Source: an optimization exercise on an open RTL-to-GDS flow (aim: small area, a short achievable clock period and few clock cycles per item). Production flows keep margins and buffers that such runs may drop.
At most, simulation tests tie the RTL to the original design; equivalence was not proved.
The RTL of run 2 was laid out without a check of its function.
Power figures rest on the tool's default switching activity, not on a simulated workload.

## flow/design.v (module list and top-level ports; edited modules follow where they fit)
// module booth_enc: 17 lines
// module modmul: 1118 lines
// module bfly_add1: 18 lines
// module bfly_red: 10 lines
// module g1_rom: 11 lines
// module ntt_core: 188 lines
module ntt_core #(
    parameter WIDTH = 24
)(
    input  wire          clk,
    input  wire          rst_n,
    input  wire          start,
    output reg           done,
    output reg  [7:0]    ram_addr_a,
    output reg           ram_we_a,
    output reg  [WIDTH-1:0] ram_wdata_a,
    input  wire [WIDTH-1:0] ram_rdata_a,
    output reg  [7:0]    ram_addr_b,
    output reg           ram_we_b,
    output reg  [WIDTH-1:0] ram_wdata_b,
    input  wire [WIDTH-1:0] ram_rdata_b
);
  // ...
==> flow/flow/run.sh <==
#!/bin/bash
# Layout flow: the standard ORFS flow (standard synthesis unchanged), with the
# setup repair aiming for more slack than the 10 ns clock needs, so that the
# resizer works on the design's real critical paths.
set -euo pipefail
MARGIN=$(cat flow/margin.txt)
bash standard.sh SETUP_SLACK_MARGIN=$MARGIN finish > standard.log 2>&1
==> flow/flow/margin.txt <==
6.6
==> flow/standard.sh <==
#!/bin/bash
# synth_recipe.tcl (not shown) runs the flow's synth.tcl, then flattens the netlist and writes it again
# the make line also repeats each setting of config.mk as NAME=value (left out here)
make -C /OpenROAD-flow-scripts/flow DESIGN_CONFIG=/design/flow/config.mk WORK_HOME=/design/flow/orfs CLKGATE_MAP_FILE= SYNTH_SCRIPT=/design/flow/synth_recipe.tcl "${@:-finish}"
==> flow/config.mk <==
export PLATFORM = sky130hd
export DESIGN_NAME = ntt_core
export DESIGN_NICKNAME = ntt_core
export VERILOG_FILES = /design/flow/design.v
export SDC_FILE = /design/flow/constraint.sdc
export NUM_CORES = 8
export LEC_CHECK = 0
export CAP_MARGIN = 20
export CORE_MARGIN = 2
export CORE_UTILIZATION = 40
export SLEW_MARGIN = 20
==> flow/constraint.sdc <==
create_clock -name core_clock -period 10.0 [get_ports {clk}]
set_input_delay 2.0000 -clock core_clock [delete_from_list [all_inputs] [get_ports {clk}]]
set_output_delay 2.0000 -clock core_clock [all_outputs]
set_load 0.01 [all_outputs]
==> summary.txt, run 1 <==
Seq power = 3.67 mW
Post-synthesis cell area = 45900 um2
Final non-clock buffer share = 3.79%
Reg clk slew, reported paths = 60 ps
Wirelength per Cell = 22.9 um
Die Span Y = 343 um
Cell area after layout = 51200 um2
Wire length of the first global-routing pass = 238 mm
Port Buffers = 113
Pre-CTS setup slack = 5880 ps
P per Cell Area = 231 nW/um2
CP endpoint kind = register
RSZ-0062 raised after global routing = yes
CP max stage delay = 510 ps
Sequential cell area share = 24.6%
Critical path endpoint = Z[5]
Area after DPL = 48000 um2
Asr flop ratio synth = 6.62%
Max reg flops = 46
Pwr Total = 11.8 mW
Hold buffer count at cts = 0
Status = timing/DRC/antenna clean
FILL cells = 11100
Clock tree cell share of total cell area = 4.75%
Sequential share of power = 31.1%
Cell breakdown of the critical path = buf_4 -> clkinvlp_4 -> ha_4 -> inv_1 -> nand2_2 -> nand2_1 -> nor2_1 -> a211oi_1 -> nor3_2 -> a21oi_1 -> mux4_2
Area of the multi-input gates = 30800 um2
Syn_area_per_cell = 8.57 um2
Testbench counts, summed over its fixed seeds: cycles 29,240, transforms 24.
==> module bfly_add1, before the edit <==
module bfly_add1 (
    input  wire [22:0] u,
    input  wire [23:0] x,      
    output wire [24:0] s,      
    output wire [24:0] d       
);
    localparam [24:0] KS = -25'd1055743;        
    localparam [24:0] KD = 25'd1055744;         
    wire [24:0] uu = {2'd0, u};
    wire [24:0] xs = {1'b0, x};
    wire [24:0] xd = ~{1'b0, x};
    wire [24:0] ss = uu ^ xs ^ KS;
    wire [24:0] sc = (uu & xs) | (uu & KS) | (xs & KS);
    wire [24:0] ds = uu ^ xd ^ KD;
    wire [24:0] dc = (uu & xd) | (uu & KD) | (xd & KD);
    assign s = ss + {sc[23:0], 1'b0};
    assign d = ds + {dc[23:0], 1'b0};
endmodule
==> module ntt_core, before the edit <==
module ntt_core #(
    parameter WIDTH = 24
)(
    input  wire          clk,
    input  wire          rst_n,
    input  wire          start,
    output reg           done,
    output reg  [7:0]    ram_addr_a,
    output reg           ram_we_a,
    output reg  [WIDTH-1:0] ram_wdata_a,
    input  wire [WIDTH-1:0] ram_rdata_a,
    output reg  [7:0]    ram_addr_b,
    output reg           ram_we_b,
    output reg  [WIDTH-1:0] ram_wdata_b,
    input  wire [WIDTH-1:0] ram_rdata_b
);
    localparam [10:0] CC_LAST = 11'd1037;    
    reg        run;       
    reg        prm;       
    reg [10:0] cn;        
    reg [2:0]  pj;        
    reg [3:0]  pd;        
    reg [1:0]  pm;        
    wire idle = !run && !prm;
    function [7:0] pos;
        input [7:0] g;
        input [1:0] e;
        begin
            case (g[7:6])
                2'd0: pos = {e, g[5:0]};
                2'd1: pos = {g[5:4], e, g[3:0]};
                2'd2: pos = {g[5:2], e, g[1:0]};
                default: pos = {g[5:0], e};
            endcase
        end
    endfunction
    function [3:0] brv4;
        input [3:0] x;
        brv4 = {x[0], x[1], x[2], x[3]};
    endfunction
    wire [8:0]  kn   = cn[10:2];
    wire [8:0]  kw1  = kn - 9'd3;               
    wire [8:0]  kw2  = kn - 9'd4;               
    wire        rd_n = run && (kn[8] == 1'b0) && (cn[0] == 1'b0);
    wire        w1_n = run && (cn[1:0] == 2'd3) && (kn >= 9'd3) && (kw1[8] == 1'b0);
    wire        w2_n = run && (cn[1:0] == 2'd1) && (kn >= 9'd4) && (kw2[8] == 1'b0);
    wire [2:0]  pj_n   = (pj == 3'd5) ? 3'd0 : pj + 3'd1;
    wire        pf_end = (pj == 3'd5);
    wire        plast  = pf_end && (pd == 4'd8) && (pm == 2'd1);
    wire [3:0]  pd_n   = (pf_end && ((pd != 4'd8 && pm == 2'd3))) ? pd + 4'd1 : pd;
    wire [1:0]  pm_n   = pf_end ? ((pm == 2'd3 || (pd == 4'd8 && pm == 2'd1)) ? 2'd0 : pm + 2'd1) : pm;
    wire        sec_n  = pj_n[0];
    wire [3:0]  xa_n   = {pm_n, sec_n, 1'b0};
    wire [3:0]  xb_n   = {pm_n, sec_n, 1'b1};
    wire [3:0]  ya_n   = xa_n + pd_n;
    wire [3:0]  yb_n   = xb_n + pd_n;
    wire        useb_n = (pj_n[2:1] == 2'd1);     
    wire [7:0]  pa_n   = useb_n ? {ya_n, brv4(xa_n)} : {xa_n, brv4(ya_n)};
    wire [7:0]  pb_n   = useb_n ? {yb_n, brv4(xb_n)} : {xb_n, brv4(yb_n)};
    wire        pwe_n  = (pj_n >= 3'd2);
    reg  [22:0] V;                  
    reg  [22:0] H;                  
    reg  [24:0] SA, DA;             
    reg  [22:0] U1, U2, U3, U4, U5; 
    reg  [7:0]  tidx;               
    reg  [7:0]  tidxn;              
    reg  [22:0] Z;                  
    reg  [11:0] Wn, W1, W2;         
    wire [23:0] T;                  
    wire [24:0] SA_n, DA_n;
    wire [22:0] S_n, D_n;
    wire [22:0] z_rom;
    wire [11:0] zn, z1, z2;
    wire [1:0]  ph = cn[1:0] - 2'd1;     
    wire [22:0] S  = ram_wdata_a[22:0];    
    wire [22:0] D  = ram_wdata_b[22:0];
    wire [10:0] ci  = cn + 11'd2;
    wire [7:0]  gk  = ci[9:2];
    wire [7:0]  gz1 = (ci[1:0] == 2'd2) ? gk : gk - 8'd1;    
    wire [7:0]  gz2 = gk - 8'd2;                             
    reg  [7:0]  tidx_n;
    always @(*) begin
        if (!run) begin
            tidx_n = 8'd1;
        end else if (ci[0] == 1'b0) begin
            case (gz1[7:6])
                2'd0: tidx_n = 8'd1;
                2'd1: tidx_n = {6'b000001, gz1[5:4]};
                2'd2: tidx_n = {4'b0001, gz1[5:2]};
                default: tidx_n = {2'b01, gz1[5:0]};
            endcase
        end else begin
            case (gz2[7:6])
                2'd0: tidx_n = {7'b0000001, ci[1]};
                2'd1: tidx_n = {5'b00001, gz2[5:4], ci[1]};
                2'd2: tidx_n = {3'b001, gz2[5:2], ci[1]};
                default: tidx_n = {1'b1, gz2[5:0], ci[1]};
            endcase
        end
    end
    g1_rom u_rom (.k(tidx), .kn(tidxn), .z(z_rom));
    booth_enc u_enc (.b(Z), .bn(zn), .b1(z1), .b2(z2));
    modmul u_mul (.clk(clk), .a(V), .bn(Wn), .b1(W1), .b2(W2), .r(T));
    bfly_add1 u_as1 (.u(U1), .x(T), .s(SA_n), .d(DA_n));
    bfly_red  u_rs  (.a(SA), .r(S_n));
    bfly_red  u_rd  (.a(DA), .r(D_n));
    always @(posedge clk) begin
        tidx <= tidx_n;
        tidxn <= ~tidx_n;
        Z    <= z_rom;
        Wn   <= zn;
        W1   <= z1;
        W2   <= z2;
        SA   <= SA_n;
        DA   <= DA_n;
        if (ph == 2'd0) H <= D;
        case (ph)
            2'd1, 2'd3: V <= ram_rdata_b[22:0];
            2'd0:       V <= S;
            default:    V <= H;
        endcase
        if (prm) begin
            ram_wdata_a <= {1'b0, ram_rdata_a[22:0]};
            ram_wdata_b <= {1'b0, ram_rdata_b[22:0]};
        end else begin
            ram_wdata_a <= {1'b0, S_n};
            ram_wdata_b <= {1'b0, D_n};
        end
        U1 <= U2;
        U2 <= U3;
        U3 <= (ph == 2'd2) ? S : U4;
        U4 <= U5;
        U5 <= (ph == 2'd2) ? D : ram_rdata_a[22:0];
    end
    always @(posedge clk or negedge rst_n) begin
        if (!rst_n) begin
            run <= 1'b0; prm <= 1'b0; done <= 1'b0;
            cn <= 11'd1; pj <= 3'd0; pd <= 4'd1; pm <= 2'd0;
            ram_we_a <= 1'b0; ram_we_b <= 1'b0;
            ram_addr_a <= 8'd64; ram_addr_b <= 8'd192;
        end else begin
            done <= 1'b0;
            if (idle) begin
                ram_we_a <= 1'b0; ram_we_b <= 1'b0;
                cn <= 11'd1;
                if (start) begin
                    run <= 1'b1;
                    cn <= 11'd2;
                end
            end else if (run) begin
                cn <= cn + 11'd1;
                if (cn == CC_LAST + 11'd1) begin
                    run <= 1'b0; prm <= 1'b1;
                    cn <= 11'd1;
                    pj <= 3'd0; pd <= 4'd1; pm <= 2'd0;
                    ram_we_a <= 1'b0; ram_we_b <= 1'b0;
                    ram_addr_a <= {4'd0, brv4(4'd1)};
                    ram_addr_b <= {4'd1, brv4(4'd2)};
                end else if (rd_n) begin
                    ram_we_a <= 1'b0; ram_we_b <= 1'b0;
                    ram_addr_a <= pos(kn[7:0], cn[1] ? 2'd0 : 2'd1);
                    ram_addr_b <= pos(kn[7:0], cn[1] ? 2'd2 : 2'd3);
                end else if (w1_n) begin
                    ram_we_a <= 1'b1; ram_we_b <= 1'b1;
                    ram_addr_a <= pos(kw1[7:0], 2'd0);
                    ram_addr_b <= pos(kw1[7:0], 2'd1);
                end else if (w2_n) begin
                    ram_we_a <= 1'b1; ram_we_b <= 1'b1;
                    ram_addr_a <= pos(kw2[7:0], 2'd2);
                    ram_addr_b <= pos(kw2[7:0], 2'd3);
                end else begin
                    ram_we_a <= 1'b0; ram_we_b <= 1'b0;
                end
            end else begin
                pj <= pj_n; pd <= pd_n; pm <= pm_n;
                if (plast) begin
                    prm <= 1'b0;
                    done <= 1'b1;
                    ram_we_a <= 1'b0; ram_we_b <= 1'b0;
                    ram_addr_a <= 8'd64; ram_addr_b <= 8'd192;
                end else begin
                    ram_we_a <= pwe_n; ram_we_b <= pwe_n;
                    ram_addr_a <= pa_n; ram_addr_b <= pb_n;
                end
            end
        end
    end
endmodule
==> run 2, diff against run 1 <==
--- a/flow/design.v
+++ b/flow/design.v
@@ -17,19 +17,20 @@
     endgenerate
 endmodule
 module modmul (
     input  wire        clk,
     input  wire [22:0] a,
     input  wire [11:0] bn,
     input  wire [11:0] b1,
     input  wire [11:0] b2,
-    output reg  [23:0] r
+    output reg  [24:0] r
 );
     localparam [24:0] Q = 25'd8380417;
+    localparam [24:0] NE = -25'd1055743;
     reg c0;
     reg c1;
     reg c2;
     reg c3;
     reg c4;
     reg c5;
     reg c6;
     reg c7;
@@ -1123,40 +1124,35 @@
     wire [33:0] r1c = {11'd0, ~p[12:0], 10'd0};
     wire [33:0] sm1 = r1a ^ r1b ^ r1c;
     wire [33:0] cy1 = (r1a & r1b) | (r1a & r1c) | (r1b & r1c);
     wire [23:0] r2a = {3'd0, t1[33:13]};
     wire [23:0] r2b = {11'd0, t1[12:0]};
     wire [23:0] r2c = {1'b0, ~t1[12:0], 10'd0};
     wire [23:0] sm2 = r2a ^ r2b ^ r2c;
     wire [23:0] cy2 = (r2a & r2b) | (r2a & r2c) | (r2b & r2c);
+    wire [24:0] q2a = {1'b0, sm2};
+    wire [24:0] q2b = {cy2, 1'b0};
+    wire [24:0] sm3 = q2a ^ q2b ^ NE;
+    wire [24:0] cy3 = (q2a & q2b) | (q2a & NE) | (q2b & NE);
     always @(posedge clk) begin
         p  <= ps + pc;
         t1 <= sm1 + {cy1[32:0], 1'b0};
-        r  <= sm2 + {cy2[22:0], 1'b0};
+        r  <= sm3 + {cy3[23:0], 1'b0};
     end
 endmodule
 `timescale 1ns / 1ps
 module bfly_add1 (
     input  wire [22:0] u,
-    input  wire [23:0] x,      
+    input  wire [24:0] x,      
     output wire [24:0] s,      
     output wire [24:0] d       
 );
-    localparam [24:0] KS = -25'd1055743;        
-    localparam [24:0] KD = 25'd1055744;         
-    wire [24:0] uu = {2'd0, u};
-    wire [24:0] xs = {1'b0, x};
-    wire [24:0] xd = ~{1'b0, x};
-    wire [24:0] ss = uu ^ xs ^ KS;
-    wire [24:0] sc = (uu & xs) | (uu & KS) | (xs & KS);
-    wire [24:0] ds = uu ^ xd ^ KD;
-    wire [24:0] dc = (uu & xd) | (uu & KD) | (xd & KD);
-    assign s = ss + {sc[23:0], 1'b0};
-    assign d = ds + {dc[23:0], 1'b0};
+    assign s = {2'd0, u} + x;
+    assign d = {2'd0, u} - x;
 endmodule
 module bfly_red (
     input  wire [24:0] a,      
     output wire [22:0] r       
 );
     wire        neg = a[24];
     wire        ge  = ~neg & (a[23] | ((&a[22:13]) & (|a[12:0])));    
     wire [22:0] ap  = a[22:0] - 23'd8191;                                
@@ -1239,17 +1235,17 @@
     reg  [22:0] V;                  
     reg  [22:0] H;                  
     reg  [24:0] SA, DA;             
     reg  [22:0] U1, U2, U3, U4, U5; 
     reg  [7:0]  tidx;               
     reg  [7:0]  tidxn;              
     reg  [22:0] Z;                  
     reg  [11:0] Wn, W1, W2;         
-    wire [23:0] T;                  
+    wire [24:0] T;                  
     wire [24:0] SA_n, DA_n;
     wire [22:0] S_n, D_n;
     wire [22:0] z_rom;
     wire [11:0] zn, z1, z2;
     wire [1:0]  ph = cn[1:0] - 2'd1;     
     wire [22:0] S  = ram_wdata_a[22:0];    
     wire [22:0] D  = ram_wdata_b[22:0];
     wire [10:0] ci  = cn + 11'd2;
@@ -1292,37 +1288,38 @@
         SA   <= SA_n;
         DA   <= DA_n;
         if (ph == 2'd0) H <= D;
         case (ph)
             2'd1, 2'd3: V <= ram_rdata_b[22:0];
             2'd0:       V <= S;
             default:    V <= H;
         endcase
-        if (prm) begin
-            ram_wdata_a <= {1'b0, ram_rdata_a[22:0]};
-            ram_wdata_b <= {1'b0, ram_rdata_b[22:0]};
-        end else begin
-            ram_wdata_a <= {1'b0, S_n};
-            ram_wdata_b <= {1'b0, D_n};
-        end
         U1 <= U2;
         U2 <= U3;
         U3 <= (ph == 2'd2) ? S : U4;
         U4 <= U5;
         U5 <= (ph == 2'd2) ? D : ram_rdata_a[22:0];
     end
     always @(posedge clk or negedge rst_n) begin
         if (!rst_n) begin
             run <= 1'b0; prm <= 1'b0; done <= 1'b0;
             cn <= 11'd1; pj <= 3'd0; pd <= 4'd1; pm <= 2'd0;
             ram_we_a <= 1'b0; ram_we_b <= 1'b0;
             ram_addr_a <= 8'd64; ram_addr_b <= 8'd192;
+            ram_wdata_a <= {WIDTH{1'b0}}; ram_wdata_b <= {WIDTH{1'b0}};
         end else begin
             done <= 1'b0;
+            if (prm) begin
+                ram_wdata_a <= {1'b0, ram_rdata_a[22:0]};
+                ram_wdata_b <= {1'b0, ram_rdata_b[22:0]};
+            end else begin
+                ram_wdata_a <= {1'b0, S_n};
+                ram_wdata_b <= {1'b0, D_n};
+            end
             if (idle) begin
                 ram_we_a <= 1'b0; ram_we_b <= 1'b0;
                 cn <= 11'd1;
                 if (start) begin
                     run <= 1'b1;
                     cn <= 11'd2;
                 end
             end else if (run) begin
==> flow/flow/margin.txt (replaced) <==
6.5
==> summary.txt, run 2 <==
Die Span X = 344 um
Vias per Instance = 5.95
F_max = 277 MHz
Rows = 124
Share of the synthesized area in the top cell type = 21.5%
RSZ-0062 raised after global routing = yes
Status = timing/DRC/antenna clean
EDFF count, synth = 23
Slew @ Worst Pin = 999 ps
Yosys reg bits = 605
Leakage = 21.1 nW
Synthesis Warnings = 2
Sequential area share after synthesis = 27.7%
Maximum number of pins on one net before global-route repair = 113
CP startpoint kind = register
Wirelength per Cell = 23.1 um (+0.70%)
Starting DRT DRC Count = 4958
Reg2reg start = tidx[0]
Final Hold Viols = 0
Syn_area_per_cell = 8.57 um2 (about the same)
Most frequent cells in the layout = dfxtp_1, nand2_1, inv_1
Endpoints failing setup = 0
Final ANT Viol Nets = 0
Core box area = 115000 um2
Cell area after layout = 51300 um2 (+0.16%)
Asr flop ratio synth = 14.2% (+7.6 points)
Wire length of the first global-routing pass = 240 mm (+0.65%)
Post-synthesis cell count = 5390
Die area = 118000 um2
Cell breakdown of the critical path = buf_4 -> clkinvlp_4 -> buf_4 -> ha_1 -> a21oi_2 -> inv_1 -> a211oi_1 -> a221oi_1 -> mux4_2
Maximum vdd ir drop = 0.184 mV
Top Registers = u_mul.p (46), u_mul.t1 (34)
Final max-slew violation count = 0
CTS buffer count = 71
GR Util met1 = 35.6%
Max reg flops = 46 (unchanged)
Hold Path End = U4[11]
Top delay family on crit path = compound AO/OA/AOI/OAI gates
Bufs and invs on worst path = 4
Worst Hold Path Cells = 0
CTS H-tree depth = 3
DR pass1 iterations = 6
Port Buffers = 113 (unchanged)
Crit path DAT = 4120 ps
GR Util met3 = 4.44%
Cells on worst reg2reg path = 9
Largest area contributor in the netlist = dfxtp_1
WP data required = 10500 ps
Gr usage total = 26.2%
Min Tclk post-route = 3610 ps
P per Cell Area = 252 nW/um2 (+9.3%)
CTS sink count = 605
Reg2reg setup slack = 6390 ps
Clock root buffer = clkbuf_16
Cell mode on critical path = buf_4
GPL Wtd Cong = 0.970
Max-cap viol count = 0
Met2 GRT Util = 41.0%
Vias = 40800
Commonest non-fill, non-tap cell in the layout = dfxtp_1
Fin nets = 5866
CP endpoint kind = register
Syn-to-layout area delta = 11.0%
CP max stage delay = 620 ps (+110 ps)
Synth top cells by count = dfxtp_1, nand2_1, inv_1, xnor2_1, o21ai_0
Hold path startpoint = U5[11]
Crit path kind = register to register
Overflow after GRT = 0
Worst Skew = 28.3 ps
Number of global-route vias before repair = 38900
Cell with the most instances after synthesis = dfxtp_1
Critical Path Fanout Max = 19
DRC Markers = 0
Initial antenna violation count = 5
Hold WC Path Type = register to register
Clk latency of the worst-skew pair = 660 ps
Post-synthesis cell area = 46200 um2 (+0.67%)
Die Span Y = 344 um (+0.33%)
Synth Flop Type = dfxtp_1
Aggregate negative setup slack = 0 ps
Synth unique cells = 105
Routed wire length = 158 mm
Area after DPL = 48300 um2 (+0.58%)
HPWL after DPL = 110 mm
Fin util = 44.8%
Share of cells above drive strength 1 = 8.46%
Top reg by flops = u_mul.p
Reg clk slew, reported paths = 60 ps (about the same)
Critical Path Slowest Stage Cell = a211oi_1
TritonCTS clock tree = built
Starting density of the core = 40.3%
Hold buffer count at cts = 0 (unchanged)
Max clock buf depth = 3
R2R Path End = Z[3]
Top Usage Layer GRT = met2
Synth area leaders = dfxtp_1, fa_1, ha_1
I/O pin cnt = 118
Final worst-path cycle share = 36.1%
Slew Limit Headroom = 33.4%
[run 2: worst max path at each step]
stage                           end     from  cells past startpoint
after detailed placement    tidx[0]    cn[2]                     11
after global routing           Z[9]  tidx[3]                     11
after CTS                      Z[2]  tidx[2]                      6
after global placement      tidx[0]    cn[2]                     11
final                          Z[3]  tidx[0]                      9
after floorplan           u_mul.c78    Wn[7]                      9
[run 2: cells by family after synthesis]
family	share of synthesized area, %
compound gates	22.8
xor+xnor	9.19
fa+ha+maj	18.0
buf+inv	6.85
flops	27.7
mux	3.10
other cells	0.00812
simple gates	12.4
[run 2: cell type report]
cell class	instances	area (um2)
fill	11200	63200
multi-input combinational	3956	30500
sequential	605	12800
timing repair buffer	231	1950
clock buffer	90	1920
tap	1512	1890
inverter	421	1600
clock inverter	41	553
antenna	3	7.51
[run 2: routing by layer]
layer,up-vias,share of wire (%)
li1,18700,-
met1,19600,42
met2,2042,44
met3,425,8.4
met4,2,4.7
met5,-,0.040
[run 2: metrics by stage]
stage / setup WS [ps] / std cells / hold WS, ps / power (mW)
6_report: 6390 / 6859 / 305 / 12.9
5_1_grt: 6280 / 6858 / 326 / 13.9
4_1_cts: 6490 / 6837 / 307 / 12.9
3_5_place_dp: 5730 / 6691 / 312 / 10.0
3_3_place_gp: 5740 / 6691 / 311 / 10.0
2_1_floorplan: 6550 / 5391 / 310 / 8.15
[run 2: repair_timing]
action / 4_1_cts / 5_1_grt
endpoints found under the setup margin: 147 / 67
cloned: 0 / 0
hold endpoints to repair: 0 / 0
gates resized for setup: 106 / 52
pin swaps: 2 / 9
buffers inserted: 15 / 19
[run 2: power breakdown]
| part | internal (mW) | total [mW] | switching, mW |
|---|---|---|---|
| Sequential | 3.20 | 3.74 | 0.537 |
| Clock | 1.58 | 2.71 | 1.13 |
| Combinational | 2.71 | 6.49 | 3.78 |

## re-timing with driven ports
How much do the figures lean on ideal ports? The routed layouts below were timed once more, with nothing changed but the port constraints.
Step 1 (the two cells are an assumption about what drives the block):
set clk [get_ports {clk}]
set_driving_cell -lib_cell sky130_fd_sc_hd__clkbuf_16 $clk
set_driving_cell -lib_cell sky130_fd_sc_hd__buf_2 [delete_from_list [all_inputs] $clk]
Step 2 also shifts input and output timing later by t, the mid clock arrival at the registers, as if the neighbouring blocks saw the same clock.
a / b / c = ideal / step 1 / step 2; a / b = the first two.
run	shift t [ns]	slack for setup (ns)	worst data-port slew with drivers (ns)
run 1	0.704	6.579 / 6.570 / 6.423	0.09
run 2	0.706	6.385 / 6.385 / 6.385	0.09
After both steps every run listed still meets setup and hold. The setup slack of run 1, which loses most, moves by -0.009 ns with the drivers and by -0.156 ns with both steps.
